Background: an optimization exercise with open tools, aiming at small area and a short achievable clock period. Do not read the settings as production practice. Function was checked by simulation only, so behaviour that the tests miss may differ from the original.

## trial 2
Design PE_array, start of the top module:
module PE_array (
    input clk,
    input rst,
    input i_en,
    input [15:0] ifmap,
    input [127:0] weight,
    input [255:0] bias,
    output [255:0] ofmap,
    output valid
);
Size in the first run: about 9600 cells after synthesis, ~660 I/O pins, roughly 99000 sq um of cells after synthesis.
Settings: LEC_CHECK=0, CAP_MARGIN=20, CORE_MARGIN=2, CORE_UTILIZATION=50, SETUP_SLACK_MARGIN=5, SLEW_MARGIN=20; clock period 10.0 ns.
standard.sh (not shown) runs the stock make flow with config.mk's settings and CLKGATE_MAP_FILE= SYNTH_SCRIPT=/design/flow/synth_recipe.tcl, a recipe that flattens the netlist after the stock synthesis.
==> flow/flow/run.sh <==
#!/bin/bash
# Standard ORFS layout (the standard.sh, unchanged synthesis), with two changes:
# - the port buffers that placement inserts on every input and output are the
#   platform's smallest buffer instead of the one the resizer picks by default (the
#   resizer still resizes them where timing or slew needs it);
# - clock tree synthesis adds no dummy load cells for balancing.
set -euo pipefail
export BUFFER_PORTS_ARGS="-buffer_cell sky130_fd_sc_hd__buf_1"
export CTS_ARGS="-sink_clustering_enable -repair_clock_nets -sink_clustering_size 24 -sink_clustering_max_diameter 90 -dont_use_dummy_load"
bash standard.sh > standard.log 2>&1
Per the final summary, trial 2 finished and its layout is clean on timing, DRC and antenna.
Here is what was changed in the inputs of trial 50 compared with trial 2.
# trial 2
export LEC_CHECK = 0
export CAP_MARGIN = 20
export CORE_MARGIN = 2
export CORE_UTILIZATION = 50
export SETUP_SLACK_MARGIN = 5
export SLEW_MARGIN = 20
create_clock -name core_clock -period 10.0 [get_ports {clk}]
# trial 50
export LEC_CHECK = 0
export CAP_MARGIN = 20
export CORE_MARGIN = 2
export CORE_UTILIZATION = 40
export SETUP_SLACK_MARGIN = 5
export SLEW_MARGIN = 20
create_clock -name core_clock -period 10.0 [get_ports {clk}]
==> flow/run.sh (new file) <==
#!/bin/bash
# synth_recipe.tcl (not shown) runs the flow's synth.tcl, then flattens the netlist and writes it again
# the make line also repeats each setting of config.mk as NAME=value (left out here)
make -C /OpenROAD-flow-scripts/flow DESIGN_CONFIG=/design/flow/config.mk WORK_HOME=/design/flow/orfs CLKGATE_MAP_FILE= SYNTH_SCRIPT=/design/flow/synth_recipe.tcl finish
removed: flow/flow/run.sh
removed: flow/standard.sh
## What came out
- Trial 50 — clock period minus worst slack 0.021 ns lower, trial 2 as reference
- Compared with trial 2, trial 50 shows worst setup slack after layout higher by 0.021 ns.
- | met3 routed wirelength | higher: trial 50 |
- Trial 50 vs. trial 2: via count of the first global-routing pass higher, post-route non-filler standard cell count now sits higher.

---

PE_array, a different RTL version from the one above (not shown whole).
Size in the first run: about 1800 flip-flops, about 660 I/O pins.
clock: 10.0 ns
lec_check: 0
cap_margin: 20
core_margin: 2
core_utilization: 40
setup_slack_margin: 5
slew_margin: 20
==> flow/flow/run.sh <==
#!/bin/bash
# Standard ORFS layout (the standard.sh, unchanged synthesis), with two changes:
# - the port buffers that placement inserts on every input and output are the
#   platform's smallest buffer instead of the one the resizer picks by default (the
#   resizer still resizes them where timing or slew needs it);
# - clock tree synthesis adds no dummy load cells for balancing.
set -euo pipefail
export BUFFER_PORTS_ARGS="-buffer_cell sky130_fd_sc_hd__buf_1"
export CTS_ARGS="-sink_clustering_enable -repair_clock_nets -sink_clustering_size 24 -sink_clustering_max_diameter 90 -dont_use_dummy_load"
bash standard.sh > standard.log 2>&1
The baseline completed with no timing, DRC or antenna violations.
Next try:
==> flow/flow/run.sh (replaced) <==
#!/bin/bash
# Standard ORFS layout (the standard.sh, unchanged synthesis), except that the
# port buffers that placement inserts on every input and output are the platform's
# smallest buffer instead of the one the resizer picks by default; the resizer
# still resizes them where timing or slew needs it.
set -euo pipefail
export BUFFER_PORTS_ARGS="-buffer_cell sky130_fd_sc_hd__buf_1"
bash standard.sh > standard.log 2>&1
CTS_CLUSTER_DIAMETER = 100   (was not set)
CTS_CLUSTER_SIZE = 30   (was not set)
- The changed run completed with no timing, DRC or antenna violations
- utilization rises by 0.23 points
- global-route usage is about the same
- final cell count stays flat
- design area rises by 0.52%
- area after synthesis stays the same
- clock skew falls by 0.022 ns
- setup slack is better by 0.026 ns
Next try:
==> flow/run.sh (new file) <==
#!/bin/bash
# synth_recipe.tcl (not shown) runs the flow's synth.tcl, then flattens the netlist and writes it again
# the make line also repeats each setting of config.mk as NAME=value (left out here)
make -C /OpenROAD-flow-scripts/flow DESIGN_CONFIG=/design/flow/config.mk WORK_HOME=/design/flow/orfs CLKGATE_MAP_FILE= SYNTH_SCRIPT=/design/flow/synth_recipe.tcl finish
removed: flow/flow/run.sh
removed: flow/standard.sh
Effect: The new run completed without violations. Synthesized area stays the same. Final area grows by 3.6%. Worst setup slack is worse by 0.016 ns. Clock skew increases by 0.034 ns. Worst hold slack loses 0.012 ns. Fmax is lower by about 0.34%.
Next try:
==> flow/flow/run.sh (new file) <==
#!/bin/bash
# Standard ORFS layout (the standard.sh, unchanged synthesis), with two changes:
# - the port buffers that placement inserts on every input and output are the
#   platform's smallest buffer instead of the one the resizer picks by default (the
#   resizer still resizes them where timing or slew needs it);
# - clock tree synthesis adds no dummy load cells for balancing.
set -euo pipefail
export BUFFER_PORTS_ARGS="-buffer_cell sky130_fd_sc_hd__buf_1"
export CTS_ARGS="-sink_clustering_enable -repair_clock_nets -sink_clustering_size 24 -sink_clustering_max_diameter 90 -dont_use_dummy_load"
bash standard.sh > standard.log 2>&1
==> flow/standard.sh (new file) <==
#!/bin/bash
# synth_recipe.tcl (not shown) runs the flow's synth.tcl, then flattens the netlist and writes it again
# the make line also repeats each setting of config.mk as NAME=value (left out here)
make -C /OpenROAD-flow-scripts/flow DESIGN_CONFIG=/design/flow/config.mk WORK_HOME=/design/flow/orfs CLKGATE_MAP_FILE= SYNTH_SCRIPT=/design/flow/synth_recipe.tcl "${@:-finish}"
CAP_MARGIN = 80   (was 20)
CORE_UTILIZATION = 50   (was 40)
CTS_CLUSTER_DIAMETER = not set   (was 100)
CTS_CLUSTER_SIZE = not set   (was 30)
SLEW_MARGIN = 80   (was 20)
removed: flow/run.sh
What happened: The new run produced a clean layout. Via count climbs by 1.2%. Final cell count falls by 3.7%. Worst hold slack loses 0.0085 ns. Setup slack is better by 0.049 ns.
Next try:
CAP_MARGIN = 60   (was 80)
SLEW_MARGIN = 60   (was 80)
Effect: Cell count decreases by 1.7%; global-route usage came out lower by 0.21 points; wire length drops by 1.6%; maximum frequency came out higher by 0.84%; clock skew goes up by 0.0097 ns; cell area fell by 4.5%; worst setup slack gains 0.040 ns; synthesized area does not change; first-iteration DRC count came out higher by 6.2%; hold slack gains 0.0031 ns.

---

PE_array, a different RTL version from the one above (not shown whole).
Size in the first run: roughly 9500 cells after synthesis, ~1400 flip-flops.
// PE_array
module PE_array (
    input clk,
    input rst,
    input i_en,
    input [15:0] ifmap,
    input [127:0] weight,
    input [255:0] bias,
    output [255:0] ofmap,
    output valid
);
export LEC_CHECK = 0
export CAP_MARGIN = 20
export CORE_MARGIN = 2
export CORE_UTILIZATION = 40
export SETUP_SLACK_MARGIN = 5
export SLEW_MARGIN = 20
create_clock -name core_clock -period 10.0 [get_ports {clk}]
run.sh (not shown) runs the stock make flow with config.mk's settings and CLKGATE_MAP_FILE= SYNTH_SCRIPT=/design/flow/synth_recipe.tcl, a recipe that flattens the netlist after the stock synthesis.
Stock flow here: none of the scripts above is used.
The baseline produced a clean layout.
Rerun with:
--- a/flow/config.mk
+++ b/flow/config.mk
@@ -11 +10,0 @@
-export SETUP_SLACK_MARGIN = 5
Effect:
- The changed run completed without violations
- die area does not change
- wire length shrinks by about a fifth

==> afterwards: timing with drivers on the ports <==
Ports are ideal in the flow. The routed layouts listed here were re-timed in OpenROAD.
Step 1 (the two cells are an assumption about what drives the block):
set clk [get_ports {clk}]
set_driving_cell -lib_cell sky130_fd_sc_hd__clkbuf_16 $clk
set_driving_cell -lib_cell sky130_fd_sc_hd__buf_2 [delete_from_list [all_inputs] $clk]
Step 2 also shifts input and output timing later by t, the mid clock arrival at the registers, as if the neighbouring blocks saw the same clock.
Three values: ideal ports, drivers, drivers and shift; two values: the first two.
run	shift t [ns]	slack for setup (ns)	slew at the worst register clock pin (ns)
trial 2	0.826	5.206 / 5.206 / 4.660	0.10 / 0.10
trial 50	0.935	5.228 / 5.228 / 4.347	0.08 / 0.08
the first run of note 2	0.857	5.135 / 5.103 / 4.245	0.10 / 0.10
the second run of note 2	0.873	5.161 / 5.149 / 4.276	0.12 / 0.12
the third run of note 2	0.871	5.145 / 5.140 / 4.269	0.12 / 0.12
the fourth run of note 2	0.818	5.194 / 5.194 / 4.479	0.10 / 0.10
the fifth run of note 2	0.822	5.234 / 5.234 / 4.441	0.10 / 0.10
the first run of note 3	0.930	4.131 / 4.131 / 4.131	0.07 / 0.07
the second run of note 3	0.915	3.020 / 3.020 / 3.020	0.06 / 0.06
After both steps every run listed still meets setup and hold. The setup slack of the first run of note 2, which loses most, moves by -0.032 ns with the drivers and by -0.890 ns with both steps.
